This design comes from an exercise in tuning for small area on the open sky130 flow, not from production work. In this exercise RTL edits were held to simulation tests only and were not proved equivalent to the original. Power and IR drop assume default switching activity.

## flow/design.v (module list and top-level ports; edited modules follow where they fit)
// module fetcher: 12 lines
// module regfile: 38 lines
// module decoder: 383 lines
// module bkadd: 35 lines
// module executor: 119 lines
// module mul33: 8614 lines
// module accessor: 97 lines
// module writeback: 12 lines
// module littlecpu: 76 lines
module littlecpu(
  input  logic clk,
  input  logic reset,
  output logic [31:0] imem_addr,
  input  logic [31:0] imem_data,
  output logic [31:0] mem_addr,
  output logic [31:0] mem_wdata,
  output logic [3:0]  mem_wstrb,
  input  logic [31:0] mem_rdata,
  output logic trap
  );
  // ...
==> flow/flow/run.sh <==
#!/bin/bash
set -euo pipefail
W=$(pwd)
F=$W/flow
R=$W/orfs/results/$FLOW_PLATFORM/littlecpu/base
LIB=$FLOW_HOME/platforms/$FLOW_PLATFORM/lib/sky130_fd_sc_hd__tt_025C_1v80.lib
YBIN=$FLOW_HOME/../tools/install/yosys/bin
YOSYS=$(command -v yosys || echo $YBIN/yosys)
ABC=$(command -v yosys-abc || echo $YBIN/yosys-abc)
OPENROAD=$(command -v openroad || echo $FLOW_HOME/../tools/install/OpenROAD/bin/openroad)

bash standard.sh synth > $W/std_synth.log 2>&1
cp $R/1_2_yosys.v $W/std_synth.v

prep() {
  python3 $F/fapol.py $W/std_synth.v $W/fapol.v > $W/fapol.log 2>&1
  $YOSYS -p "read_liberty -ignore_miss_func $LIB; write_verilog -noattr $W/models_all.v" > $W/models.log 2>&1
  python3 $F/mkmodels.py $W/models_all.v $W/models_remap.v $W/models_eq.v >> $W/models.log 2>&1
  grep -oE "sky130_fd_sc_hd__[a-z0-9]*df[a-z0-9_]* +\S+" $W/std_synth.v | sort > $W/ff_std.txt
  python3 $F/cutff.py $W/std_synth.v $W/cut_std.v > $W/cut_std.log 2>&1
  $YOSYS -p "read_liberty -lib $LIB; read_verilog $W/cut_std.v; hierarchy -top $FLOW_TOP; \
    techmap -map $W/models_eq.v; techmap; opt_clean; flatten; write_blif $W/cut_std.blif" > $W/blif_std.log 2>&1
}

remap() {
  local t=$1 du
  du=$(grep -A40 "DONT_USE_CELLS +=" $FLOW_HOME/platforms/$FLOW_PLATFORM/config.mk | grep -o "sky130_fd_sc_hd__[a-z0-9_]*" | sed 's/^/-dont_use /' | tr '\n' ' ')
  $YOSYS -p "read_liberty -lib $LIB; read_verilog $W/fapol.v; hierarchy -top $FLOW_TOP; \
    techmap -map $W/models_remap.v; techmap; opt -purge; \
    abc -liberty $LIB $du -script $F/$t.abc; opt_clean -purge; \
    splitnets; opt_clean -purge; \
    hilomap -singleton -hicell sky130_fd_sc_hd__conb_1 HI -locell sky130_fd_sc_hd__conb_1 LO; \
    insbuf -buf sky130_fd_sc_hd__buf_1 A X; \
    write_verilog -noattr -nohex -nodec $W/abc_$t.v" > $W/remap_$t.log 2>&1
  # full-adder polarities again, now against the mapped cells around them
  python3 $F/fapol2.py $LIB $W/abc_$t.v $W/remap_$t.v > $W/fapol2_$t.log 2>&1
  $YOSYS -p "read_liberty -lib $LIB; read_verilog $W/remap_$t.v; hierarchy -top $FLOW_TOP; stat -liberty $LIB" > $W/stat_$t.log 2>&1
  grep -oE "sky130_fd_sc_hd__[a-z0-9]*df[a-z0-9_]* +\S+" $W/remap_$t.v | sort > $W/ff_$t.txt
  cmp $W/ff_std.txt $W/ff_$t.txt > $W/ff_cmp_$t.log 2>&1
  python3 $F/cutff.py $W/remap_$t.v $W/cut_$t.v > $W/cut_$t.log 2>&1
  $YOSYS -p "read_liberty -lib $LIB; read_verilog $W/cut_$t.v; hierarchy -top $FLOW_TOP; \
    techmap -map $W/models_eq.v; techmap; opt_clean; flatten; write_blif $W/cut_$t.blif" > $W/blif_$t.log 2>&1
  $ABC -c "cec $W/cut_std.blif $W/cut_$t.blif" > $W/cec_$t.log 2>&1
  grep -q "Networks are equivalent" $W/cec_$t.log
  NET=$W/remap_$t.v $OPENROAD -no_init -exit $F/sta.tcl > $W/sta_$t.log 2>&1
  local area slack
  area=$(grep "Chip area for module" $W/stat_$t.log | tail -1 | awk '{print $NF}')
  slack=$(grep "^SLACK" $W/sta_$t.log | awk '{print $2}')
  echo "$t $area $slack" >> $W/remap_results.txt
}

best=""
if prep; then
  : > $W/remap_results.txt
  for t in m1 m2 m3 m4 m5 m6; do remap $t || echo "$t failed" >> $W/remap_results.txt; done
  best=$(awk 'NF == 3 && $3 >= 2e-10 { print $2, $1 }' $W/remap_results.txt | sort -g | head -1 | awk '{print $2}')
fi
if [[ -n "$best" ]]; then
  cp $W/remap_$best.v $R/1_2_yosys.v
  echo "remap $best used" > $W/remap_status.txt
else
  echo "no remap used; standard netlist kept" > $W/remap_status.txt
fi
touch $R/1_2_yosys.v
bash standard.sh "BUFFER_PORTS_ARGS=-buffer_cell sky130_fd_sc_hd__buf_1" \
  "CTS_ARGS=-sink_clustering_enable -repair_clock_nets -buf_list sky130_fd_sc_hd__clkbuf_8 -sink_clustering_size 12 -sink_clustering_max_diameter 60 -dont_use_dummy_load" \
  finish > $W/layout.log 2>&1
==> flow/flow/cutff.py <==
#!/usr/bin/env python3
"""Cut a mapped netlist at its flip-flops for a combinational equivalence check: each flip-flop
instance is removed, its output becomes an input port and its inputs output ports, named after
the instance. usage: cutff.py IN.v OUT.v"""
import re, sys
src = open(sys.argv[1]).read()
inst_re = re.compile(r'^\s*(sky130_fd_sc_hd__\w+)\s+(\S+)\s*\((.*?)\);\n', re.S | re.M)
ports_in, ports_out, assigns = [], [], []
def keep(m):
    t, name, body = m.group(1), m.group(2), m.group(3)
    if not re.search(r'__(e|s|se)?df', t):
        return m.group(0)
    key = re.sub(r'[^A-Za-z0-9_]', '_', name.lstrip('\\'))
    for p, n in re.findall(r'\.(\w+)\((.*?)\)\s*(?:,|$)', body, re.S):
        n = n.strip()
        if p == 'CLK' or n == '': continue
        pn = f"ff_{key}_{p}"
        if p in ('Q', 'Q_N'):
            ports_in.append(pn); assigns.append(f"  assign {n} = {pn} ;\n")
        else:
            ports_out.append(pn); assigns.append(f"  assign {pn} = {n} ;\n")
    return ''
body = inst_re.sub(keep, src)
m = re.search(r'module\s+(\S+)\s*\((.*?)\);', body, re.S)
allp = m.group(2).strip() + ''.join(', ' + p for p in ports_in + ports_out)
body = body[:m.start()] + f"module {m.group(1)}({allp});\n" + ''.join(f"  input {p};\n" for p in ports_in) + ''.join(f"  output {p};\n" for p in ports_out) + body[m.end():]
i = body.rindex('endmodule')
body = body[:i] + ''.join(assigns) + body[i:]
open(sys.argv[2], 'w').write(body)
print(len(ports_in), 'flip-flop outputs cut')
==> flow/flow/fapol.py <==
#!/usr/bin/env python3
"""Flip the polarity of full adders in a mapped netlist to remove inverters between them.
A full adder is self-dual: FA(~a,~b,~c) = (~sum, ~cout). Flipping one means putting inverters
on its three inputs and two outputs, which leaves the logic unchanged; a later ABC pass folds
the inverter pairs this creates. usage: fapol.py IN.v OUT.v"""
import re, sys
src = open(sys.argv[1]).read()
inst_re = re.compile(r'^(\s*)(sky130_fd_sc_hd__\w+)\s+(\S+)\s*\((.*?)\);\n', re.S | re.M)
pin_re = re.compile(r'\.(\w+)\(\s*(.*?)\s*\)(?=\s*[,)]|\s*$)', re.S)
insts = []
for m in inst_re.finditer(src):
    pins = {}
    for pm in re.finditer(r'\.(\w+)\((.*?)\)\s*(?:,|$)', m.group(4), re.S):
        pins[pm.group(1)] = pm.group(2).strip()
    insts.append(dict(type=m.group(2), name=m.group(3), pins=pins, span=m.span()))
OUTP = {'X', 'Y', 'Q', 'Q_N', 'SUM', 'COUT', 'HI', 'LO'}
drv = {}
loads = {}
for k, it in enumerate(insts):
    for p, n in it['pins'].items():
        if p in OUTP: drv[n] = (k, p)
        else: loads.setdefault(n, []).append((k, p))
def kind(t):
    t = t.replace('sky130_fd_sc_hd__', '')
    if re.match(r'(clk)?inv', t): return 'inv'
    if re.match(r'(clk)?buf_|clkbuf', t): return 'buf'
    if re.match(r'fa_', t): return 'fa'
    if re.match(r'ha_', t): return 'ha'
    if re.match(r'(e|s)?df|sdf|dl', t): return 'ff'
    if t.startswith('conb'): return 'const'
    return 'logic'
kinds = [kind(it['type']) for it in insts]
def trace(n):
    par = 0
    while n in drv and kinds[drv[n][0]] in ('inv', 'buf'):
        k = drv[n][0]
        if kinds[k] == 'inv': par ^= 1
        n = insts[k]['pins']['A']
    if n in drv:
        k, p = drv[n]
        return n, par, kinds[k], k
    return n, par, 'pi', None
fas = [k for k in range(len(insts)) if kinds[k] == 'fa']
fa_index = {k: i for i, k in enumerate(fas)}
# input terms: for FA j pin: (src_fa or None, parity, fixed_cost_kind)
terms = []
for k in range(len(insts)):
    kd = kinds[k]
    if kd not in ('fa', 'ha'): continue
    for p in ('A', 'B', 'CIN'):
        if p not in insts[k]['pins']: continue
        root, par, rk, rkidx = trace(insts[k]['pins'][p])
        me = fa_index.get(k) if kd == 'fa' else None
        if rk in ('fa', 'ha'):
            terms.append((fa_index.get(rkidx) if rk == 'fa' else None, me, par, 1.0))
        elif rk in ('ff', 'pi', 'const'):
            terms.append((None, me, par, 1.0))
        else:
            terms.append((None, me, par, 0.0))
# FA outputs going (through inv/buf chains) to flops / outputs
for k in fas:
    for p in ('SUM', 'COUT'):
        n0 = insts[k]['pins'].get(p)
        stack = [(n0, 0)]
        while stack:
            n, par = stack.pop()
            for (l, lp) in loads.get(n, []):
                if kinds[l] in ('inv', 'buf'):
                    stack.append((insts[l]['pins'][kinds[l] == 'inv' and 'Y' or 'X'], par ^ (kinds[l] == 'inv')))
                elif kinds[l] == 'ff':
                    terms.append((fa_index[k], None, par, 1.0))
N = len(fas)
f = [0] * N
adj = [[] for _ in range(N)]
for t, (a, b, w, wt) in enumerate(terms):
    if wt == 0: continue
    if a is not None: adj[a].append(t)
    if b is not None and b != a: adj[b].append(t)
def tcost(t):
    a, b, w, wt = terms[t]
    v = w ^ (f[a] if a is not None else 0) ^ (f[b] if b is not None else 0)
    return wt * v
def total(): return sum(tcost(t) for t in range(len(terms)))
before = total()
changed = True
it = 0
while changed and it < 50:
    changed = False; it += 1
    for i in range(N):
        c0 = sum(tcost(t) for t in adj[i])
        f[i] ^= 1
        c1 = sum(tcost(t) for t in adj[i])
        if c1 < c0: changed = True
        else: f[i] ^= 1
after = total()
sys.stderr.write(f"fapol: {N} full adders, inverter cost {before:.0f} -> {after:.0f}, flipped {sum(f)}\n")
# emit
out = []
pos = 0
cnt = [0]
def newnet():
    cnt[0] += 1
    return f"fapol_n{cnt[0]}"
newwires = []
extra = []
for k, it_ in enumerate(insts):
    s, e = it_['span']
    out.append(src[pos:s]); pos = e
    if kinds[k] == 'fa' and f[fa_index[k]]:
        pins = dict(it_['pins'])
        for p in ('A', 'B', 'CIN'):
            nn = newnet(); newwires.append(nn)
            extra.append(f"  sky130_fd_sc_hd__inv_1 fapol_i{cnt[0]} (.A({pins[p]} ), .Y({nn}));\n")
            pins[p] = nn
        for p in ('SUM', 'COUT'):
            nn = newnet(); newwires.append(nn)
            extra.append(f"  sky130_fd_sc_hd__inv_1 fapol_i{cnt[0]} (.A({nn}), .Y({pins[p]} ));\n")
            pins[p] = nn
        body = ",\n".join(f"    .{p}({n} )" for p, n in pins.items())
        out.append(f"  {it_['type']} {it_['name']} (\n{body}\n  );\n")
    else:
        out.append(src[s:e])
out.append(src[pos:])
res = "".join(out)
i = res.rindex("endmodule")
res = res[:i] + "".join(f"  wire {w};\n" for w in newwires) + "".join(extra) + res[i:]
open(sys.argv[2], 'w').write(res)
==> flow/flow/fapol2.py <==
#!/usr/bin/env python3
"""Choose full-adder polarities in a mapped netlist, cell by cell.

A full adder is self-dual: FA(~a,~b,~c) = (~sum, ~cout). Flipping one puts inverters on its
inputs and outputs, which leaves the logic unchanged; the inverters then fold into the cells
around it: an inverter pair cancels, an inverter after a single-load gate turns the gate into
its complement (and2 -> nand2, ...). Flips are chosen by a local search on the area this saves.
usage: fapol2.py LIBERTY IN.v OUT.v"""
import itertools, re, sys

lib_path, src_path, out_path = sys.argv[1:4]
P = 'sky130_fd_sc_hd__'

# ---- cell areas and complement pairs (same inputs, inverted output) from the liberty file
lib = open(lib_path).read()
area, pinfo = {}, {}
for c in re.split(r'\n\s*cell\s*\(', lib)[1:]:
    n = re.match(r'\s*"?(\w+)"?', c).group(1)
    if not n.startswith(P): continue
    n = n[len(P):]
    a = re.search(r'\barea\s*:\s*([\d.]+)', c)
    if not a: continue
    area[n] = float(a.group(1))
    pins = {}
    for pm in re.finditer(r'\n\s*pin\s*\(\s*"?(\w+)"?\s*\)\s*\{(.*?)\n\s*\}', c, re.S):
        d = re.search(r'direction\s*:\s*"?(\w+)', pm.group(2))
        f = re.search(r'\bfunction\s*:\s*"([^"]*)"', pm.group(2))
        pins[pm.group(1)] = (d.group(1) if d else None, f.group(1) if f else None)
    pinfo[n] = pins

def truth(n):
    pins = pinfo[n]
    ins = sorted(p for p, (d, f) in pins.items() if d == 'input')
    outs = [(p, f) for p, (d, f) in pins.items() if d == 'output' and f]
    if len(outs) != 1 or len(ins) > 6: return None
    op, f = outs[0]
    e = f.replace('!', ' not ').replace('&', ' and ').replace('|', ' or ').replace('^', ' != ')
    t = []
    for v in itertools.product([False, True], repeat=len(ins)):
        env = dict(zip(ins, v))
        t.append(bool(eval(re.sub(r'\b([A-Z]\w*)\b', lambda m: str(env[m.group(1)]) if m.group(1) in env else m.group(1), e))))
    return tuple(ins), op, tuple(t)

SKIP = re.compile(r'lpflow|probe|clk|dly|conb|tap|fill|decap|diode|ebuf|einv|df|dl|sdf|fa_|ha_|buf|inv|mux4|maj')
tabs = {}
for n in area:
    if SKIP.search(n): continue
    try:
        r = truth(n)
    except Exception:
        r = None
    if r: tabs[n] = r
comp = {}
for x, (ins, op, t) in tabs.items():
    best = None
    for y, (ins2, op2, t2) in tabs.items():
        if ins2 == ins and all(a != b for a, b in zip(t, t2)):
            if best is None or area[y] < area[best]: best = y
    if best: comp[x] = (best, op, tabs[best][1])
INV = 'inv_1'
A_INV = area[INV]

# ---- netlist
src = open(src_path).read()
head_end = None
cells = []   # [type, name, {pin: net}] ; type None = deleted
for m in re.finditer(r'^\s*' + P + r'(\w+)\s+(\S+)\s*\((.*?)\);\n', src, re.S | re.M):
    pins = {p: v.strip() for p, v in re.findall(r'\.(\w+)\((.*?)\)\s*(?:,|$)', m.group(3), re.S)}
    cells.append([m.group(1), m.group(2), pins])
first = re.search(r'^\s*' + P, src, re.M).start()
last_m = None
for last_m in re.finditer(r'^\s*' + P + r'\w+\s+\S+\s*\(.*?\);\n', src, re.S | re.M): pass
prefix, suffix = src[:first], src[last_m.end():]
OUTP = {'X', 'Y', 'Q', 'Q_N', 'SUM', 'COUT', 'HI', 'LO'}
port_out = set()
for m in re.finditer(r'^\s*output\s+(?:\[(\d+):(\d+)\]\s*)?(\S+)\s*;', prefix, re.M):
    if m.group(1):
        for i in range(int(m.group(2)), int(m.group(1)) + 1): port_out.add(f"{m.group(3)}[{i}]")
    else: port_out.add(m.group(3))

def build():
    drv, loads = {}, {}
    for k, (t, nm, pins) in enumerate(cells):
        if t is None: continue
        for p, n in pins.items():
            if p in OUTP: drv[n] = (k, p)
            else: loads.setdefault(n, []).append((k, p))
    return drv, loads
drv, loads = build()
def is_inv(t): return t is not None and re.match(r'(clk)?inv_\d|clkinvlp', t) is not None
def fanout(n): return len(loads.get(n, [])) + (1 if n in port_out else 0)

fas = [k for k, c in enumerate(cells) if c[0] and c[0].startswith('fa_')]
idx = {k: i for i, k in enumerate(fas)}
N = len(fas)
unary = [0.0] * N
pairs = []
for k in fas:
    i = idx[k]
    for p in ('A', 'B', 'CIN'):
        n = cells[k][2][p]
        d = drv.get(n)
        if d is None:
            unary[i] += A_INV; continue
        dk, dp = d
        dt = cells[dk][0]
        if dk in idx:
            pairs.append((idx[dk], i, A_INV)); continue
        if is_inv(dt) and fanout(n) == 1:
            m = cells[dk][2]['A']
            s = drv.get(m)
            if s is not None and s[0] in idx:
                pairs.append((idx[s[0]], i, -A_INV))   # the inverter goes if the polarities differ
            else:
                unary[i] -= area[dt]
            continue
        if dt in comp and fanout(n) == 1:
            unary[i] += area[comp[dt][0]] - area[dt]; continue
        unary[i] += A_INV
    for p in ('SUM', 'COUT'):
        s = cells[k][2][p]
        need_inv = s in port_out
        for (l, lp) in loads.get(s, []):
            lt = cells[l][0]
            if l in idx: continue                      # counted as that adder's input
            if is_inv(lt):
                y = cells[l][2]['Y']
                if fanout(y) == 1 and loads.get(y) and loads[y][0][0] in idx: continue   # pair term
                unary[i] -= area[lt]; continue
            need_inv = True
        if need_inv: unary[i] += A_INV
f = [0] * N
adj = [[] for _ in range(N)]
for t, (a, b, w) in enumerate(pairs):
    adj[a].append(t); adj[b].append(t)
def local(i):
    c = unary[i] * f[i]
    for t in adj[i]:
        a, b, w = pairs[t]
        c += w * (f[a] ^ f[b])
    return c
import random
rng = random.Random(1)
def total():
    return sum(unary[i] * f[i] for i in range(N)) + sum(w * (f[a] ^ f[b]) for a, b, w in pairs)
def descend():
    changed, rounds = True, 0
    while changed and rounds < 100:
        changed = False; rounds += 1
        for i in range(N):
            c0 = local(i); f[i] ^= 1; c1 = local(i)
            if c1 < c0 - 1e-9: changed = True
            else: f[i] ^= 1
best_f, best_c = None, None
for start in (0, 1):
    f[:] = [start] * N
    descend()
    # annealing from there
    cur = total()
    T = 4.0
    steps = 40 * N
    for s_ in range(steps):
        i = rng.randrange(N)
        c0 = local(i); f[i] ^= 1; d = local(i) - c0
        if d <= 0 or rng.random() < pow(2.718281828, -d / T):
            cur += d
        else:
            f[i] ^= 1
        T = max(0.02, 4.0 * (1 - s_ / steps))
    descend()
    c = total()
    if best_c is None or c < best_c: best_c, best_f = c, list(f)
f[:] = best_f
est = sum(unary[i] * f[i] for i in range(N)) + sum(w * (f[a] ^ f[b]) for a, b, w in pairs)

# ---- rewrite: flipped adders get inverters on all pins, then inverters are folded
cnt = [0]
def newnet():
    cnt[0] += 1
    return f"fapol2_n{cnt[0]}"
newnets = []
for k in fas:
    if not f[idx[k]]: continue
    pins = cells[k][2]
    for p in ('A', 'B', 'CIN'):
        nn = newnet(); newnets.append(nn)
        cells.append([INV, f"fapol2_i{cnt[0]}", {'A': pins[p], 'Y': nn}])
        pins[p] = nn
    for p in ('SUM', 'COUT'):
        nn = newnet(); newnets.append(nn)
        cells.append([INV, f"fapol2_i{cnt[0]}", {'A': nn, 'Y': pins[p]}])
        pins[p] = nn

def rewire(old, new):
    for (l, lp) in loads.get(old, []):
        cells[l][2][lp] = new
        loads.setdefault(new, []).append((l, lp))
    loads[old] = []

def drop(k):
    c = cells[k]
    for p, n in c[2].items():
        if p in OUTP:
            if drv.get(n, (None,))[0] == k: del drv[n]
        else:
            loads[n] = [(l, lp) for (l, lp) in loads.get(n, []) if l != k]
    c[0] = None

def fold():
    global drv, loads
    drv, loads = build()
    work = [k for k, c in enumerate(cells) if is_inv(c[0])]
    while work:
        nxt = []
        for k in work:
            c = cells[k]
            if not is_inv(c[0]): continue
            a, y = c[2]['A'], c[2]['Y']
            if fanout(y) == 0:
                drop(k); continue
            if y in port_out: continue
            d = drv.get(a)
            if d is None: continue
            g = cells[d[0]]
            if is_inv(g[0]):
                # inverter fed by an inverter: its loads take the first inverter's input
                src_net = g[2]['A']
                moved = [l for (l, lp) in loads.get(y, [])]
                rewire(y, src_net); drop(k)
                nxt.extend(l for l in moved if is_inv(cells[l][0]))
                if fanout(a) == 0: drop(d[0])
                continue
            if g[0] in comp and fanout(a) == 1 and a not in port_out:
                # the only load of a gate with a complement: use the complement
                ct, op_old, op_new = comp[g[0]]
                drop(k)
                del drv[a]
                del g[2][op_old]
                g[2][op_new] = y
                g[0] = ct
                drv[y] = (d[0], op_new)
                nxt.extend(l for (l, lp) in loads.get(y, []) if is_inv(cells[l][0]))
                continue
        # two inverters on the same net: keep one
        seen = {}
        for k, c in enumerate(cells):
            if not is_inv(c[0]): continue
            a, y = c[2]['A'], c[2]['Y']
            if y in port_out: continue
            if a in seen:
                moved = [l for (l, lp) in loads.get(y, [])]
                rewire(y, seen[a]); drop(k)
                nxt.extend(l for l in moved if is_inv(cells[l][0]))
            else:
                seen[a] = y
        work = nxt
fold()

tot0 = 0.0
body = []
for t, nm, pins in cells:
    if t is None: continue
    pl = ",\n".join(f"    .{p}({n} )" for p, n in pins.items())
    body.append(f"  {P}{t} {nm} (\n{pl}\n  );\n")
used = set()
for t, nm, pins in cells:
    if t is None: continue
    used.update(pins.values())
decl = "".join(f"  wire {n};\n" for n in newnets if n in used)
open(out_path, 'w').write(prefix + decl + "".join(body) + suffix)
sys.stderr.write(f"fapol2: {N} full adders, {sum(f)} flipped, estimated change {est:.1f} um2\n")
==> flow/flow/m1.abc <==
strash
&get -n
&st
&dc2
&dc2
&syn2
&dch -f
&nf -a -R 1000
&put
topo
==> flow/flow/m2.abc <==
strash
&get -n
&st
&dc2
&syn3
&dch -f
&nf -a -R 1000
&put
topo
==> flow/flow/m3.abc <==
strash
&get -n
&st
&dc2
&syn2
&dch -f
&nf -a -R 1000
&put
strash
&get -n
&st
&dc2
&syn2
&dch -f
&nf -a -R 1000
&put
topo
==> flow/flow/m4.abc <==
strash
&get -n
&st
&dc2
&syn2
&dch -f
&nf -a -R 1000
&put
topo
==> flow/flow/m5.abc <==
strash
&get -n
&st
&dc2
&syn3
&dc2
&dch -f
&nf -a -R 1000
&put
topo
==> flow/flow/m6.abc <==
strash
dc2
&get -n
&st
&syn2
&dch -f
&nf -a -R 1000
&put
topo
==> flow/flow/mkmodels.py <==
#!/usr/bin/env python3
"""From a Yosys write_verilog of the liberty file, keep the combinational cell models as a techmap
file: without full/half adders for the remap (OUT_REMAP), with them for the equivalence check
(OUT_EQ). usage: mkmodels.py ALL.v OUT_REMAP.v OUT_EQ.v"""
import re, sys
s = open(sys.argv[1]).read()
remap, eq = [], []
for body, name in re.findall(r'(module (\S+)\(.*?endmodule\n)', s, re.S):
    if 'always' in body or 'reg ' in body: continue
    if re.search(r'tap|fill|decap|diode|probe|lpflow|ebuf|einv|dlclkp|sdlclkp', name): continue
    if 'assign' not in body: continue
    eq.append(body)
    if not re.search(r'__(fa|ha)_\d', name): remap.append(body)
open(sys.argv[2], 'w').write('\n'.join(remap))
open(sys.argv[3], 'w').write('\n'.join(eq))
print(len(remap), len(eq), 'models')
==> flow/flow/sta.tcl <==
# pre-layout setup slack of a mapped netlist (no wires)
set P $::env(FLOW_HOME)/platforms/$::env(FLOW_PLATFORM)
read_lef $P/lef/sky130_fd_sc_hd.tlef
read_lef $P/lef/sky130_fd_sc_hd_merged.lef
read_liberty $P/lib/sky130_fd_sc_hd__tt_025C_1v80.lib
read_verilog $::env(NET)
link_design $::env(FLOW_TOP)
read_sdc $::env(FLOW_SDC)
puts "SLACK [sta::worst_slack_cmd max]"
==> flow/standard.sh <==
#!/bin/bash
# synth_recipe.tcl (not shown) runs the flow's synth.tcl, then flattens the netlist and writes it again
# the make line also repeats each setting of config.mk as NAME=value (left out here)
make -C /OpenROAD-flow-scripts/flow DESIGN_CONFIG=/design/flow/config.mk WORK_HOME=/design/flow/orfs CLKGATE_MAP_FILE= SYNTH_SCRIPT=/design/flow/synth_recipe.tcl "${@:-finish}"
==> flow/config.mk <==
export PLATFORM = sky130hd
export DESIGN_NAME = littlecpu
export DESIGN_NICKNAME = littlecpu
export VERILOG_FILES = /design/flow/design.v
export SDC_FILE = /design/flow/constraint.sdc
export NUM_CORES = 4
export LEC_CHECK = 0
export CAP_MARGIN = 20
export CORE_MARGIN = 2
export CORE_UTILIZATION = 40
export SLEW_MARGIN = 20
==> flow/constraint.sdc <==
create_clock -name core_clock -period 12.0 [get_ports {clk}]
set_input_delay 2.4000 -clock core_clock [delete_from_list [all_inputs] [get_ports {clk}]]
set_output_delay 2.4000 -clock core_clock [all_outputs]
set_load 0.01 [all_outputs]
==> qor.csv, run 1 <==
metric;value;unit
die_w;481;um
clkbuf_count;151;
status;timing/DRC/antenna clean;
power.density;171;mW/mm2
dr.max_layer_used;met5;
period_share;96.7;%
cp-endpoint;executor.out[102]$_DFFE_PP_;
ant_nets;0;
path_clk_slew;0.09;ns
drv_cap;0;
hold_violations;0;
yosysWarningCount;6;
wl_met3;71900;um
met1_usage;50.1;%
initial_core_util;40.1;%
drt_first_pass_iters;14;
hold_depth;0;
syn_inst;7777;
startpoint_type;register;
switching_share;46.7;%
pg_comb;8920;uW
grt_busiest_layer;met2;
fin_util;44.9;%
internal_power;9250;uW
overflow;0;
vdd_drop_max;381;uV
design_area;0.102;mm2
met1_length;163000;um
cp.arrival;12.34;ns
top_register;regfile.regs;
power_leader;combinational cells;
crit_path_max_fanout;9;
clock_path_buffers;3;
==> run 2, diff against run 1 <==
--- a/flow/flow/run.sh
+++ b/flow/flow/run.sh
@@ -64,4 +64,4 @@
 touch $R/1_2_yosys.v
 bash standard.sh "BUFFER_PORTS_ARGS=-buffer_cell sky130_fd_sc_hd__buf_1" \
-  "CTS_ARGS=-sink_clustering_enable -repair_clock_nets -buf_list sky130_fd_sc_hd__clkbuf_8 -sink_clustering_size 12 -sink_clustering_max_diameter 60 -dont_use_dummy_load" \
+  "CTS_ARGS=-sink_clustering_enable -repair_clock_nets -buf_list sky130_fd_sc_hd__clkbuf_8 -sink_clustering_size 14 -sink_clustering_max_diameter 70 -dont_use_dummy_load" \
   finish > $W/layout.log 2>&1
==> run 2 against run 1 <==
  * Clock skew is 0.024 ns lower
  * Worst setup slack better by 0.11 ns
  * Clock-buffer cell count is 19 lower
  * Cell count is 0.16% lower
  * Final area is 0.21% lower
  * Hold slack worse by 0.0075 ns
  * Clock power is 6% lower
  * Sequential power hardly changed
  * Utilization is 0.095 points lower
  * Fmax is 0.94% higher
  * First-iteration DRC count is 1.7% higher
==> qor.csv, run 2 <==
metric;value;unit;change
rows;175;;
critPathLaunch;decoder.out[100]$_DFF_P_;;
p_leak;0.0401;uW;
final_common_cell;nor2_1;;
power.density;169;mW/mm2;-1.1%
path_clk_slew;0.10;ns;about the same
htreeDepth;4;;
io-pin-count;167;;
grt_usage;41.3;%;
crit_top_cell;fa_1;;
io_buffer_count;163;;
ant_nets;0;;unchanged
clock_path_buffers;3;;unchanged
vdd_drop_max;358;uV;-6.0%
hold_violations;0;;unchanged
top_register;regfile.regs;;
cts_tree;done;;
cts_buffers;132;;
crit_path_max_fanout;10;;+1
end_kind;register;;
place_congestion;1.04;;
core-area;0.227;mm2;
final_cell_mix;nor2_1, fa_1, edfxtp_1;;
fin_setup_tns;0;ns;
r2r_start;decoder.out[100]$_DFF_P_;;
drt-wirelength-per-cell;42.5;um;
grt_first_pass_wirelength;659000;um;
via_per_inst;7.17;;
grt_pass1_vias;79956;;
status;timing/DRC/antenna clean;;
die_w;481;um;unchanged
clock_sinks;1386;;
cp.arrival;12.24;ns;-0.10 ns
area_delta_synth_final;11.6;%;
overflow;0;;unchanged
fmaxAchievable;87.0;MHz;
period_share;95.8;%;-0.90 points
yosysWarningCount;6;;unchanged
die-height;481;um;
rr_worst_depth;44;;
largest_reg_flops;992;;
clkLatencyLatePin;1.00;ns;
hpwl;329000;um;
relSlewSlack;10.3;%;
antenna_found_initial;41;;
hold_class;reg2reg;;
cts-root-buf;clkbuf_8;;
via_count;82291;;
die-area;0.231;mm2;
drt_first_pass_iters;15;;+1
tightest_slew;1.34;ns;
syn_area;0.0910;mm2;
nets;9864;;
startpoint_type;register;;
initial_core_util;40.1;%;unchanged
drtIter0Drc;17262;;
synth_area_per_cell;11.7;um2;
finalPower;17100;uW;
route.detailed.drc;0;;
drt_wl_total;488000;um;
r2r_slack;0.51;ns;
setup_viol;0;;
period_minus_slack;11.49;ns;
fillCellCount;21065;;
fin_skew;0.158;ns;
cp-endpoint;executor.out[102]$_DFFE_PP_;;
worstPathRequired;12.75;ns;
reg_top3;regfile.regs (992), decoder.out (128), executor.out (109);;
grt_max_degree;69;;
drive_above_1_share;8.41;%;
slew_violations;0;;
critPathSlowestCell;fa_1;;
grt_setup_unrepaired;no;;
drv_cap;0;;unchanged
r2r-end;executor.out[102]$_DFFE_PP_;;
critPathKind;reg2reg;;
syn_inst;7777;;unchanged
cp_slowest_stage_delay;0.60;ns;
[run 2: stage by stage]
stage                     utilization (%)  area (um2)  setup WS [ns]  std cells  hold WS [ns]
final                                44.8      102000          0.509      11479         0.245
after global routing                 44.8      102000         0.0515      11463         0.264
after CTS                            44.7      101000         0.0813      11441         0.260
after detailed placement             43.9       99500        -0.0109      11309         0.312
after global placement               43.9       99500        -0.0164      11307         0.314
after floorplan                         -       91000          0.662       7779         0.310
[run 2: worst min path at each step]
stage | from | endpoint | slack, ns | cells past startpoint
finish | accessor.out[11]$_DFF_P_ | regfile.wdata_q[11]$_DFF_P_ | 0.25 | 0
global route | accessor.out[11]$_DFF_P_ | regfile.wdata_q[11]$_DFF_P_ | 0.26 | 0
CTS | accessor.out[11]$_DFF_P_ | regfile.wdata_q[11]$_DFF_P_ | 0.26 | 0
detailed placement | accessor.out[6]$_DFF_P_ | regfile.wdata_q[6]$_DFF_P_ | 0.31 | 0
global placement | accessor.out[25]$_DFF_P_ | regfile.wdata_q[25]$_DFF_P_ | 0.31 | 0
floorplan | accessor.out[32]$_SDFF_PP0_ | regfile.waddr_q[0]$_DFF_P_ | 0.31 | 0
[run 2: layout make-up]
| type | count | area [um2] | share of cell area (%) |
|---|---|---|---|
| Multi-Input combinational cell | 6131 | 52900 | 52.1 |
| Timing Repair Buffer | 588 | 4170 | 4.10 |
| Clock buffer | 132 | 1820 | 1.79 |
| Inverter | 210 | 828 | 0.816 |
| Sequential cell | 1386 | 38000 | 37.4 |
| Antenna cell | 23 | 57.6 | 0.0567 |
| Tap cell | 3009 | 3760 | 3.71 |
[run 2: metal layers]
metal  vias to the layer above  routed length [um]  track usage, %
met4                        34               49000            32.0
li1                      30594                   -               -
met2                      8308              203000            59.7
met1                     40915              164000            50.2
met3                      2440               71200            14.4
met5                         -                 254           0.352
[run 2: critical path, delay by kind of cell, from the launching register on]
kind                     cells  cell delay (ns)
AND/OR/NAND/NOR             10             1.82
multiplexers                 1             0.18
AO/OA/AOI/OAI               22             3.81
flip-flops                   1             0.34
buffers and inverters        1             0.28
adder cells (fa/ha/maj)     10             4.88
[run 2: where the power goes]
group | switching (uW) | total, uW | internal [uW]
registers | 276 | 5630 | 5360
clock network | 1660 | 2640 | 980
logic | 6070 | 8860 | 2790
total | 8010 | 17100 | 9120
[run 2: repair_timing]
item | CTS | global route
hold buffers | 0 | 0
endpoints found under the setup margin | 0 | 5
buffers inserted | 0 | 14
gates resized for setup | 0 | 23
==> run 3, diff against run 2 <==
--- a/flow/config.mk
+++ b/flow/config.mk
@@ -9,3 +9,4 @@
 export CORE_MARGIN = 2
 export CORE_UTILIZATION = 40
+export GPL_ROUTABILITY_DRIVEN = 0
 export SLEW_MARGIN = 20
==> run 3 against run 2 <==
  * Worst setup slack lost 0.016 ns
  * Fmax shrank 0.14%
  * Synthesized cell count is the same
  * Hold slack gained 0.018 ns
  * Final area shrank 0.41%
  * Sequential share of layout area grew 0.16 points
  * Still clean on timing, DRC and antenna
  * Highest routed layer unchanged
==> qor.csv, run 3 <==
metric;value;unit;change
syn_area;0.0910;mm2;unchanged
clock_sinks;1386;;unchanged
nets;9828;;-0.36%
clkPwrFrac;15.3;%;about the same
power.density;170;mW/mm2;+1.0%
grt_pass1_vias;79764;;-0.24%
p_comb_share;52.1;%;+0.4 points
syn_inst;7777;;unchanged
internal_power;9120;uW;about the same
drt-wirelength-per-cell;39.3;um;-7.5%
critPathSlowestCell;clkinv_1;;
final_cell_mix;nor2_1, fa_1, edfxtp_1;;
critPathKind;reg2reg;;
relSlewSlack;12.5;%;+2.2 points
grt_usage;38.0;%;-3.3 points
largest_reg_flops;992;;unchanged
clkLatencyLatePin;0.97;ns;-0.03 ns
period_share;95.9;%;+0.13 points
hpwl;293000;um;-11%
route.detailed.drc;0;;unchanged
hold_violations;0;;unchanged
cts-root-buf;clkbuf_8;;
htreeDepth;4;;unchanged
synth_area_per_cell;11.7;um2;unchanged
cts_buffers;132;;unchanged
fin_setup_tns;0;ns;unchanged
final_common_cell;nor2_1;;
cp.arrival;12.26;ns;+0.02 ns
multi_input_area;0.0529;mm2;about the same
path_clk_slew;0.09;ns;about the same
seq_area;0.0380;mm2;about the same
vdd_drop_max;361;uV;+0.71%
initial_core_util;40.1;%;unchanged
drt_first_pass_iters;21;;+6
clock_path_buffers;3;;unchanged
die-height;481;um;unchanged
worstPathRequired;12.75;ns;about the same
hold_class;reg2reg;;
die_w;481;um;unchanged
setup_viol;0;;unchanged
timing.hold.ws;0.263;ns;+0.0183 ns
drtIter0Drc;19640;;+14%
die-area;0.231;mm2;unchanged
drive_above_1_share;8.04;%;-0.37 points
reg_top3;regfile.regs (992), decoder.out (128), executor.out (109);;
yosysWarningCount;6;;unchanged
period_minus_slack;11.51;ns;+0.0156 ns
end_kind;register;;
crit_top_cell;fa_1;;
dp_slack;0.231;ns;+0.242 ns
fin_skew;0.139;ns;-0.0188 ns
drt_wl_total;450000;um;-7.7%
cts_tree;done;;
tightest_slew;1.30;ns;-0.0343 ns
io_buffer_count;163;;unchanged
io-pin-count;167;;unchanged
switching_share;47.1;%;+0.34 points
via_count;82231;;-0.073%
rows;175;;unchanged
area_delta_synth_final;11.1;%;
fin_ws;0.494;ns;-0.0156 ns
fmaxAchievable;86.9;MHz;-0.14%
ant_nets;0;;unchanged
drv_cap;0;;unchanged
placed_cell_area;0.0989;mm2;-0.59%
startpoint_type;register;;
core-area;0.227;mm2;unchanged
grt_first_pass_wirelength;616000;um;-6.6%
p_leak;0.0398;uW;-0.74%
status;timing/DRC/antenna clean;;
fillCellCount;20996;;-0.33%
antenna_found_initial;38;;-7.3%
p_switching;8120;uW;+1.3%
grt_max_degree;68;;-1.4%
cts_hold_buffers;0;;unchanged
design_area;0.101;mm2;-0.41%
grt_setup_unrepaired;no;;
slew_violations;0;;unchanged
via_per_inst;7.18;;+0.17%
cp_slowest_stage_delay;0.62;ns;+0.02 ns
p_seq_share;32.6;%;-0.3 points
top_register;regfile.regs;;
crit_path_max_fanout;8;;-2
overflow;0;;unchanged
## run 3: layer usage
layer | up-vias | global-route usage (%) | wire [um]
li1 | 30517 | - | -
met1 | 39833 | 43.7 | 142000
met2 | 8914 | 53.5 | 181000
met3 | 2931 | 18.5 | 78800
met4 | 36 | 29.9 | 48100
met5 | - | 1.64 | 551
## run 3: metrics by stage
step / utilization (%) / instances / power (uW)
after floorplan: - / 7779 / 9960
after global placement: 43.6 / 11261 / 13900
after detailed placement: 43.6 / 11261 / 14000
after CTS: 44.4 / 11393 / 16500
after global routing: 44.6 / 11428 / 17600
final: 44.6 / 11451 / 17200
## run 3: worst max-delay path: cells and delay by family (launching register included)
family,cells,cell delay (ns)
flops,1,0.35
buf+inv,1,0.62
fa+ha+maj,9,4.32
mux,1,0.18
compound gates,24,4.37
simple gates,10,1.53
## run 3: timing repair
action	4_1_cts	5_1_grt
buffers inserted	0	25
resized for setup	0	26
setup endpoints to repair	0	4
## run 3: path summary, 6_finish.rpt
check	endpoint	slack [ns]	cells after the start	from
worst max-delay path	executor.out[102]$_DFFE_PP_	0.49	45	decoder.out[88]$_SDFF_PP0_
worst min-delay path	regfile.wdata_q[25]$_DFF_P_	0.26	0	accessor.out[25]$_DFF_P_
worst max register to register	executor.out[102]$_DFFE_PP_	0.49	45	decoder.out[88]$_SDFF_PP0_
worst min register to register	regfile.wdata_q[25]$_DFF_P_	0.26	0	accessor.out[25]$_DFF_P_
## run 3: cell type report
| cell class | count | share of cell area [%] |
|---|---|---|
| antenna | 31 | 0.0767 |
| clock buffer | 132 | 1.80 |
| inverter | 210 | 0.842 |
| multi-input combinational | 6131 | 52.3 |
| sequential | 1386 | 37.6 |
| tap | 3009 | 3.72 |
| timing repair buffer | 552 | 3.68 |
## run 3: power groups by stage
stage / Sequential, uW / Combinational [uW] / Clock [uW]
5_1_grt: 5630 / 9230 / 2770
6_report: 5620 / 8970 / 2640
3_5_place_dp: 5700 / 8300 / 0
4_1_cts: 5600 / 8350 / 2590
3_3_place_gp: 5700 / 8190 / 0
2_1_floorplan: 5650 / 4320 / 0
==> run 4, diff against run 3 <==
--- a/flow/flow/run.sh
+++ b/flow/flow/run.sh
@@ -64,4 +64,4 @@
 touch $R/1_2_yosys.v
 bash standard.sh "BUFFER_PORTS_ARGS=-buffer_cell sky130_fd_sc_hd__buf_1" \
-  "CTS_ARGS=-sink_clustering_enable -repair_clock_nets -buf_list sky130_fd_sc_hd__clkbuf_8 -sink_clustering_size 14 -sink_clustering_max_diameter 70 -dont_use_dummy_load" \
+  "CTS_ARGS=-sink_clustering_enable -repair_clock_nets -buf_list sky130_fd_sc_hd__clkbuf_8 -sink_clustering_size 16 -sink_clustering_max_diameter 60 -dont_use_dummy_load" \
   finish > $W/layout.log 2>&1
--- a/flow/config.mk
+++ b/flow/config.mk
@@ -9,4 +9,3 @@
 export CORE_MARGIN = 2
 export CORE_UTILIZATION = 40
-export GPL_ROUTABILITY_DRIVEN = 0
 export SLEW_MARGIN = 20
==> run 4 against run 3 <==
  * Synthesized cell count unchanged
  * Worst setup slack better by 0.051 ns
  * Critical path depth stayed put
  * Final area grew 0.26%
  * Largest power group unchanged
  * Critical path type unchanged
  * First-iteration DRC count decreased by 13%
  * Cell count increased by 0.13%
  * Critical endpoint unchanged
==> qor.csv, run 4 <==
metric;value;unit;change
die_w;481;um;unchanged
slew_violations;0;;unchanged
end_kind;register;;
hpwl;329000;um;+12%
antenna_found_initial;38;;unchanged
initial_core_util;40.1;%;unchanged
dp_slack;-0.0109;ns;-0.242 ns
clock_path_buffers;3;;unchanged
worst-path-stages;45;;unchanged
startpoint_type;register;;
worstPathRequired;12.72;ns;-0.03 ns
yosysWarningCount;6;;unchanged
area_delta_synth_final;11.4;%;
syn_inst;7777;;unchanged
final_cell_mix;nor2_1, fa_1, edfxtp_1;;
reg_top3;regfile.regs (992), decoder.out (128), executor.out (109);;
crit_family;adder cells;;
via_per_inst;7.17;;-0.20%
hold_class;reg2reg;;
top_register;regfile.regs;;
setup_viol;0;;unchanged
route.detailed.drc;0;;unchanged
fmaxAchievable;87.3;MHz;+0.44%
rows;175;;unchanged
htreeDepth;3;;-1
ant_nets;0;;unchanged
clkLatencyLatePin;1.04;ns;+0.07 ns
vdd_drop_max;367;uV;+1.5%
critPathLaunch;decoder.out[93]$_SDFF_PP0_;;
fin_cells;11466;;+0.13%
clock_sinks;1386;;unchanged
fin_skew;0.215;ns;+0.0759 ns
worstPathBufferInverterCount;2;;+1
io_buffer_count;163;;unchanged
fin_ws;0.544;ns;+0.0507 ns
syn_area;0.0910;mm2;unchanged
drt_first_pass_iters;19;;-9.5%
overflow;0;;unchanged
grt_pass1_vias;79864;;+0.13%
tightest_slew;1.34;ns;+0.0411 ns
cts_buffers;121;;-8.3%
rr_worst_depth;45;;unchanged
crit_path_max_fanout;28;;+20
period_minus_slack;11.46;ns;-0.0507 ns
drt-wirelength-per-cell;42.5;um;+8.1%
via_count;82170;;-0.074%
hold_violations;0;;unchanged
relSlewSlack;9.54;%;-3.0 points
grt_max_degree;69;;+1.5%
drive_above_1_share;8.24;%;+0.21 points
r2r-end;executor.out[102]$_DFFE_PP_;;
drtIter0Drc;17099;;-13%
critPathKind;reg2reg;;
status;timing/DRC/antenna clean;;
io-pin-count;167;;unchanged
final_common_cell;nor2_1;;
die-height;481;um;unchanged
drv_cap;0;;unchanged
p_leak;0.0400;uW;+0.50%
grt_usage;41.2;%;+3.2 points
place_congestion;1.04;;
core-area;0.227;mm2;unchanged
die-area;0.231;mm2;unchanged
grt_first_pass_wirelength;658000;um;+6.9%
cp_slowest_stage_delay;0.62;ns;about the same
drt_wl_total;487000;um;+8.2%
critPathSlowestCell;dfxtp_2;;
cts-root-buf;clkbuf_8;;
dp.cells;11309;;+0.43%
path_clk_slew;0.10;ns;about the same
r2r_slack;0.54;ns;+0.05 ns
cp-endpoint;executor.out[102]$_DFFE_PP_;;
cts_tree;done;;
period_share;95.5;%;-0.42 points
r2r_start;decoder.out[93]$_SDFF_PP0_;;
largest_reg_flops;992;;unchanged
synth_area_per_cell;11.7;um2;unchanged
cp.arrival;12.18;ns;-0.08 ns
nets;9848;;+0.20%
power.density;168;mW/mm2;-1.2%
fin_util;44.7;%;+0.11 points
fillCellCount;21087;;+0.43%
## run 4: cell count changes in the layout (fill, tap and decap cells not counted), moves of 4 or more
cell / previous run / this run
buf_12: 14 / 30
buf_4: 373 / 390
clkbuf_8: 132 / 121
clkinv_1: 187 / 194
clkinvlp_4: 17 / 10
diode_2: 31 / 26
o21ai_0: 297 / 293
## run 4: report_power, final
group | leakage [uW] | internal, uW | switching [uW]
Combinational | 0.0266 | 2780 | 6120
Sequential | 0.0125 | 5360 | 275
Clock | 0.000870 | 889 | 1650
Total | 0.0400 | 9030 | 8040
## run 4: how the worst min path moves through the flow
stage / startpoint / depth (start not counted) / to
after floorplan: accessor.out[32]$_SDFF_PP0_ / 0 / regfile.waddr_q[0]$_DFF_P_
after global placement: accessor.out[25]$_DFF_P_ / 0 / regfile.wdata_q[25]$_DFF_P_
after detailed placement: accessor.out[6]$_DFF_P_ / 0 / regfile.wdata_q[6]$_DFF_P_
after CTS: accessor.out[11]$_DFF_P_ / 0 / regfile.wdata_q[11]$_DFF_P_
after global routing: accessor.out[11]$_DFF_P_ / 0 / regfile.wdata_q[11]$_DFF_P_
final: accessor.out[11]$_DFF_P_ / 0 / regfile.wdata_q[11]$_DFF_P_
## run 4: timing repair
action                     in CTS  in global routing
setup endpoints to repair       0                  7
gates resized for setup         0                 22
buffers inserted                0                  9
hold buffers                    0                  0
## run 4: cell type report
cell class | count | area [um2] | share of cell area (%)
inverter | 210 | 826 | 0.814
multi-input combinational | 6131 | 52900 | 52.2
antenna | 26 | 65.1 | 0.0642
tap | 3009 | 3760 | 3.71
timing repair buffer | 583 | 4140 | 4.09
clock buffer | 121 | 1670 | 1.64
sequential | 1386 | 38000 | 37.5
## run 4: routing by layer
layer,wire (um),global-route usage (%),up-vias
met3,71700,14.4,2503
met5,149,0.311,-
met4,49500,32.4,22
li1,-,-,30568
met2,204000,59.6,8292
met1,162000,49.8,40785
## run 4: metrics by stage
step | setup TNS (ns) | total power (uW) | area (um2) | hold slack (ns)
finish | 0 | 17100 | 101000 | 0.236
global route | -0.00884 | 17500 | 101000 | 0.273
CTS | 0 | 16600 | 101000 | 0.266
detailed placement | -0.0109 | 14200 | 99500 | 0.312
global placement | -0.0164 | 14100 | 99500 | 0.314
floorplan | 0 | 9960 | 91000 | 0.310
==> module executor, before the edit <==
module executor(
  input  logic clk,
  input  logic reset,
  input  decoder_output in,
  output executor_output out
);
  logic [31:0] rs1, rs2;
  assign rs1 = in.rs1;
  assign rs2 = in.rs2;
  logic        busy;
  logic [6:0]  counter;
  logic mul_sign_x, mul_sign_y;
  logic [63:0] multiply;
  assign mul_sign_x = rs1[0] & in.is_mulh;
  assign mul_sign_y = rs2[0] & (in.is_mulh | in.is_mulhsu);
  mul33 mul(.a(rs1), .b(rs2), .sa(mul_sign_x), .sb(mul_sign_y), .p(multiply));
  logic        do_sub;
  logic [32:0] sum;
  assign do_sub = !in.is_add;
  bkadd #(32) alu_add(.a(rs1), .b(rs2 ^ {32{do_sub}}), .ci(do_sub), .s(sum[31:0]), .co(sum[32]));
  logic ltu, lts;
  assign ltu = !sum[32];
  assign lts = (rs1[31] ^ rs2[31]) ? rs1[31] : ltu;
  logic [31:0] sh_in, sh_out, sh_rev;
  logic        sh_big, sh_fill;
  always_comb
    for (int i = 0; i < 32; i++) sh_in[i] = in.is_sll ? rs1[31 - i] : rs1[i];
  assign sh_big = |rs2[31:5];
  assign sh_fill = in.is_sra & !in.is_sll & !in.is_srl & rs1[31];
  assign sh_out = sh_big ? {32{sh_fill}} : 32'($signed({sh_fill, sh_in}) >>> rs2[4:0]);
  always_comb
    for (int i = 0; i < 32; i++) sh_rev[i] = sh_out[31 - i];
  logic is_muls, is_divs, starts_div;
  assign is_muls = in.is_mul | in.is_mulh | in.is_mulhu | in.is_mulhsu;
  assign is_divs = in.is_div | in.is_divu | in.is_rem | in.is_remu;
  logic [31:0] result;
  always_comb begin
    starts_div = 0;
    case (1'b1)
      in.is_add: result = sum[31:0];
      in.is_lui: result = rs1;
      in.is_sub: result = sum[31:0];
      in.is_sll: result = sh_rev;
      in.is_slt: result = {31'b0, lts};
      in.is_sltu: result = {31'b0, ltu};
      in.is_xor: result = rs1 ^ rs2;
      in.is_srl: result = sh_out;
      in.is_sra: result = sh_out;
      in.is_or: result = rs1 | rs2;
      in.is_and: result = rs1 & rs2;
      is_muls: result = in.is_mul ? multiply[31:0] : multiply[63:32];
      default: begin
        result = 0;
        starts_div = is_divs;
      end
    endcase
  end
  logic [31:0] dx, dy, rem_x, quo;
  logic        y_zero, y_one, quo_ones, flip31, set30;
  assign dx = out.mem_addr;
  assign dy = out.mem_data;
  assign y_zero = dy == 0;
  assign y_one = dy == 1;
  assign quo_ones = y_zero & (dx == 0);
  assign flip31 = dy[0] & ((|dy[31:1]) | !dx[31]);
  assign set30 = y_one & (dx == 32'h80000000);
  assign rem_x = dx ^ {flip31, set30, 30'b0};
  logic [31:0] rd_data_next;
  always_comb begin
    rd_data_next = out.rd_data;
    if (!busy) rd_data_next = result;
    else if (counter == 0)
      case (1'b1)
        in.is_div: rd_data_next = {{31{quo_ones & !(in.rs1[31] ^ in.rs2[31])}}, quo_ones};
        in.is_divu: rd_data_next = {32{quo_ones}};
        in.is_rem: rd_data_next = in.rs1[31] ? -rem_x : rem_x;
        in.is_remu: rd_data_next = rem_x;
        default: ;
      endcase
  end
  always_ff @(posedge clk) begin
    out.rd_data <= rd_data_next;
    if (reset) begin
      busy <= 0;
      counter <= 0;
      out.rd <= 0;
      out.mem_addr <= 0;
      out.mem_data <= 0;
      out.is_lb <= 0;
      out.is_lbu <= 0;
      out.is_lh <= 0;
      out.is_lhu <= 0;
      out.is_lw <= 0;
      out.is_sb <= 0;
      out.is_sh <= 0;
      out.is_sw <= 0;
    end else if (!busy) begin
      out.rd <= in.rd;
      out.mem_addr <= in.mem_addr;
      out.mem_data <= in.rs2;
      out.is_lb <= in.is_lb;
      out.is_lbu <= in.is_lbu;
      out.is_lh <= in.is_lh;
      out.is_lhu <= in.is_lhu;
      out.is_lw <= in.is_lw;
      out.is_sb <= in.is_sb;
      out.is_sh <= in.is_sh;
      out.is_sw <= in.is_sw;
      if (starts_div) begin
        busy <= 1;
        counter <= 65;
      end
    end else if (counter != 0) begin
      counter <= counter - 1;
    end else begin
      busy <= 0;
    end
  end
endmodule
==> run 5, diff against run 4 <==
--- a/flow/design.v
+++ b/flow/design.v
@@ -614,5 +614,5 @@
   logic [31:0] rd_data_next;
   always_comb begin
-    rd_data_next = out.rd_data;
+    rd_data_next = 0;
     if (!busy) rd_data_next = result;
     else if (counter == 0)
@@ -627,4 +627,12 @@
   always_ff @(posedge clk) begin
     out.rd_data <= rd_data_next;
+    out.is_lb <= !reset && !busy && in.is_lb;
+    out.is_lbu <= !reset && !busy && in.is_lbu;
+    out.is_lh <= !reset && !busy && in.is_lh;
+    out.is_lhu <= !reset && !busy && in.is_lhu;
+    out.is_lw <= !reset && !busy && in.is_lw;
+    out.is_sb <= !reset && !busy && in.is_sb;
+    out.is_sh <= !reset && !busy && in.is_sh;
+    out.is_sw <= !reset && !busy && in.is_sw;
     if (reset) begin
       busy <= 0;
@@ -633,24 +641,8 @@
       out.mem_addr <= 0;
       out.mem_data <= 0;
-      out.is_lb <= 0;
-      out.is_lbu <= 0;
-      out.is_lh <= 0;
-      out.is_lhu <= 0;
-      out.is_lw <= 0;
-      out.is_sb <= 0;
-      out.is_sh <= 0;
-      out.is_sw <= 0;
     end else if (!busy) begin
       out.rd <= in.rd;
       out.mem_addr <= in.mem_addr;
       out.mem_data <= in.rs2;
-      out.is_lb <= in.is_lb;
-      out.is_lbu <= in.is_lbu;
-      out.is_lh <= in.is_lh;
-      out.is_lhu <= in.is_lhu;
-      out.is_lw <= in.is_lw;
-      out.is_sb <= in.is_sb;
-      out.is_sh <= in.is_sh;
-      out.is_sw <= in.is_sw;
       if (starts_div) begin
         busy <= 1;
--- a/flow/flow/run.sh
+++ b/flow/flow/run.sh
@@ -64,4 +64,4 @@
 touch $R/1_2_yosys.v
 bash standard.sh "BUFFER_PORTS_ARGS=-buffer_cell sky130_fd_sc_hd__buf_1" \
-  "CTS_ARGS=-sink_clustering_enable -repair_clock_nets -buf_list sky130_fd_sc_hd__clkbuf_8 -sink_clustering_size 16 -sink_clustering_max_diameter 60 -dont_use_dummy_load" \
+  "CTS_ARGS=-sink_clustering_enable -repair_clock_nets -buf_list sky130_fd_sc_hd__clkbuf_8 -sink_clustering_size 14 -sink_clustering_max_diameter 70 -dont_use_dummy_load" \
   finish > $W/layout.log 2>&1
==> run 5 against run 4 <==
  * Via count rose by 6.4%
  * Clock-buffer cell count did not move
  * Total power fell by 1.1%
  * Register-to-register slack got worse by 0.14 ns
  * Synthesized cell count rose by 21%
  * Critical path type unchanged
  * Largest power group unchanged
  * Hold slack improved by 0.079 ns
  * First-iteration DRC count fell by 1.4%
==> qor.csv, run 5 <==
metric;value;unit;change
status;timing/DRC/antenna clean;;
fin_ws;0.407;ns;-0.137 ns
post-cts-setup-buffer-count;0;;unchanged
clock_sinks;1386;;unchanged
cts_buffers;121;;unchanged
p_leak;0.0422;uW;+5.7%
critPathKind;reg2reg;;
reg_top3;regfile.regs (992), decoder.out (128), executor.out (109);;
hp-start;accessor.out[18]$_DFF_P_;;
rows;182;;+4.0%
ys.flop_type;edfxtp_1;;
end_kind;register;;
drt-wirelength-per-cell;40.0;um;-5.9%
syn_area;0.0990;mm2;+8.7%
crit_top_cell;fa_1;;
drtIter0Drc;16854;;-1.4%
grt_usage;39.6;%;-1.6 points
cp_slowest_stage_delay;1.02;ns;+0.40 ns
htreeDepth;3;;unchanged
grt_first_pass_wirelength;691000;um;+5.1%
crit_path_max_fanout;24;;-14%
largest_reg_flops;992;;unchanged
synth.top_cell.area_share;30.1;%;
syn_inst;9444;;+21%
die-area;0.251;mm2;+8.6%
fillCellCount;23397;;+11%
via_count;87450;;+6.4%
die-height;501;um;+4.2%
area_delta_synth_final;7.37;%;
drt_first_pass_iters;17;;-2
fin_setup_tns;0;ns;unchanged
place_congestion;1.12;;+7.7%
yosysTopAreaCell;edfxtp_1;;
drt_wl_total;507000;um;+4.1%
async_flop_share;0;%;
io-pin-count;167;;unchanged
dp_slack;0.577;ns;+0.587 ns
hold_class;reg2reg;;
period_share;96.6;%;+1.1 points
ys_ff_latch;1386;;
netlist-cell-type-count;95;;
io_buffer_count;163;;unchanged
relSlewSlack;6.49;%;-3.1 points
initial_core_util;40.2;%;+0.11 points
period_minus_slack;11.59;ns;+0.137 ns
ant_nets;0;;unchanged
grt_setup_unrepaired;no;;
critPathSlowestCell;dfxtp_2;;
rr_worst_depth;34;;-24%
final_cell_mix;fa_1, inv_1, edfxtp_1;;
clkLatencyLatePin;1.01;ns;-0.03 ns
top_register;regfile.regs;;
nets;10825;;+9.9%
yosysSeqAreaShare;38.1;%;
drive_above_1_share;7.58;%;-0.66 points
synth-edff-count;992;;
clock_path_buffers;3;;unchanged
die_w;501;um;+4.2%
hold_violations;0;;unchanged
grt_max_degree;67;;-2.9%
worstPathRequired;12.81;ns;+0.09 ns
power.density;159;mW/mm2;-5.6%
core-area;0.246;mm2;+8.4%
synth_commonest_cells;fa_1, inv_1, edfxtp_1, nor2_1, nand2_1;;
cts_tree;done;;
yosysMostFrequentCell;fa_1;;
fin_cells;12683;;+11%
drv_cap;0;;unchanged
overflow;0;;unchanged
synth_area_per_cell;10.5;um2;-10%
vdd_drop_max;197;uV;-46%
path_clk_slew;0.10;ns;about the same
fin_skew;0.160;ns;-0.0548 ns
tightest_slew;1.39;ns;+0.0481 ns
antenna_found_initial;69;;+82%
grt_pass1_vias;86045;;+7.7%
dp.cells;12503;;+11%
ys_top_cells_by_area;edfxtp_1, fa_1, dfxtp_1;;
via_per_inst;6.90;;-3.8%
yosysWarningCount;6;;unchanged
cts-root-buf;clkbuf_8;;
hold_depth;0;;unchanged
startpoint_type;register;;
fmaxAchievable;86.3;MHz;-1.2%
hpwl;340000;um;+3.4%
final_common_cell;fa_1;;
setup_viol;0;;unchanged
route.detailed.drc;0;;unchanged
critPathLaunch;decoder.out[117]$_DFF_P_;;
slew_violations;0;;unchanged
cp.arrival;12.40;ns;+0.22 ns
finalPower;16900;uW;-1.1%
r2r_start;decoder.out[117]$_DFF_P_;;
==> run 5: worst paths after layout <==
| check | slack (ns) | to |
|---|---|---|
| worst max-delay path | 0.41 | executor.out[103]$_DFF_P_ |
| worst max register to register | 0.41 | executor.out[103]$_DFF_P_ |
| worst min-delay path | 0.32 | regfile.wdata_q[18]$_DFF_P_ |
| worst min register to register | 0.32 | regfile.wdata_q[18]$_DFF_P_ |
==> run 5: what timing repair did <==
action | in CTS | in global routing
hold endpoints to repair | 0 | 0
resized for setup | 0 | 1
endpoints found under the setup margin | 0 | 1
hold buffers | 0 | 0
==> run 5: where the power goes <==
part / switching (uW) / internal, uW
combinational: 5920 / 2720
clock: 1640 / 890
sequential: 353 / 5370
total: 7910 / 8980
==> run 5: worst max-delay path: cells and delay by family (launching register included) <==
kind | cells | cell delay [ns]
flip-flops | 1 | 1.02
adder cells (fa/ha/maj) | 9 | 4.48
AND/OR/NAND/NOR | 4 | 1.25
buffers and inverters | 3 | 1.05
multiplexers | 1 | 0.19
XOR/XNOR | 2 | 0.40
AO/OA/AOI/OAI | 15 | 3.05
==> run 5: cells by family (layout without fill, tap and decap cells) <==
family / count (synthesis) / after routing / share of synthesized area (%)
AND/OR/NAND/NOR: 2675 / 2675 / 12.1
AO/OA/AOI/OAI: 2007 / 2007 / 14.7
buffers and inverters: 1694 / 1655 / 6.52
flip-flops: 1386 / 1386 / 38.1
adder cells (fa/ha/maj): 1350 / 1350 / 24.9
multiplexers: 217 / 217 / 2.68
XOR/XNOR: 114 / 114 / 1.01
other: 1 / 59 / 0.00379
==> run 5: cell type report <==
class | count | area [um2] | share of cell area [%]
Tap cell | 3220 | 4030 | 3.79
Multi-Input combinational cell | 6366 | 55600 | 52.3
Sequential cell | 1386 | 37700 | 35.5
Clock buffer | 121 | 1670 | 1.57
Antenna cell | 56 | 140 | 0.132
Timing Repair Buffer | 515 | 3290 | 3.10
Inverter | 1019 | 3820 | 3.60
==> run 5: per-stage QoR <==
stage	util (%)	area [um2]	hold slack (ns)
after global placement	42.4	104000	0.314
after detailed placement	42.5	104000	0.312
after CTS	43.1	106000	0.279
final	43.2	106000	0.315
after floorplan	-	99000	0.310
after global routing	43.2	106000	0.304
==> run 5: routing by layer <==
metal  track usage [%]  vias up  part of all wire, %
li1                  -    33043                    -
met1              46.8    43037                   33
met2              56.5     8597                   41
met3              15.6     2737                   15
met4              32.5       36                   11
met5                 0        -                0.061

afterwards: timing with drivers on the ports:
No port has a modelled driver above. Below, the same layouts with a new extraction and two added sets of constraints. Step 1 assumes that a clkbuf_16 drives the clock port and a buf_2 every other input. Step 2 also shifts input and output timing later by t, the mid clock arrival at the registers, as if the neighbouring blocks saw the same clock. a / b / c = ideal / step 1 / step 2; a / b = the first two.
| run | t, ns | slack for setup (ns) | worst slew at a driven data input, ns |
|---|---|---|---|
| run 1 | 1.010 | 0.402 / 0.402 / -0.223 | 0.11 |
| run 2 | 1.018 | 0.509 / 0.509 / -0.245 | 0.10 |
| run 3 | 0.990 | 0.494 / 0.494 / 0.176 | 0.04 |
| run 4 | 1.028 | 0.544 / 0.544 / -0.340 | 0.12 |
| run 5 | 1.028 | 0.407 / 0.407 / 0.407 | 0.35 |
Met with ideal ports but missed after step 2: setup timing in run 1, run 2 and run 4. The setup slack of run 4, which loses most, moves by 0.000 ns with the drivers and by -0.884 ns with both steps.
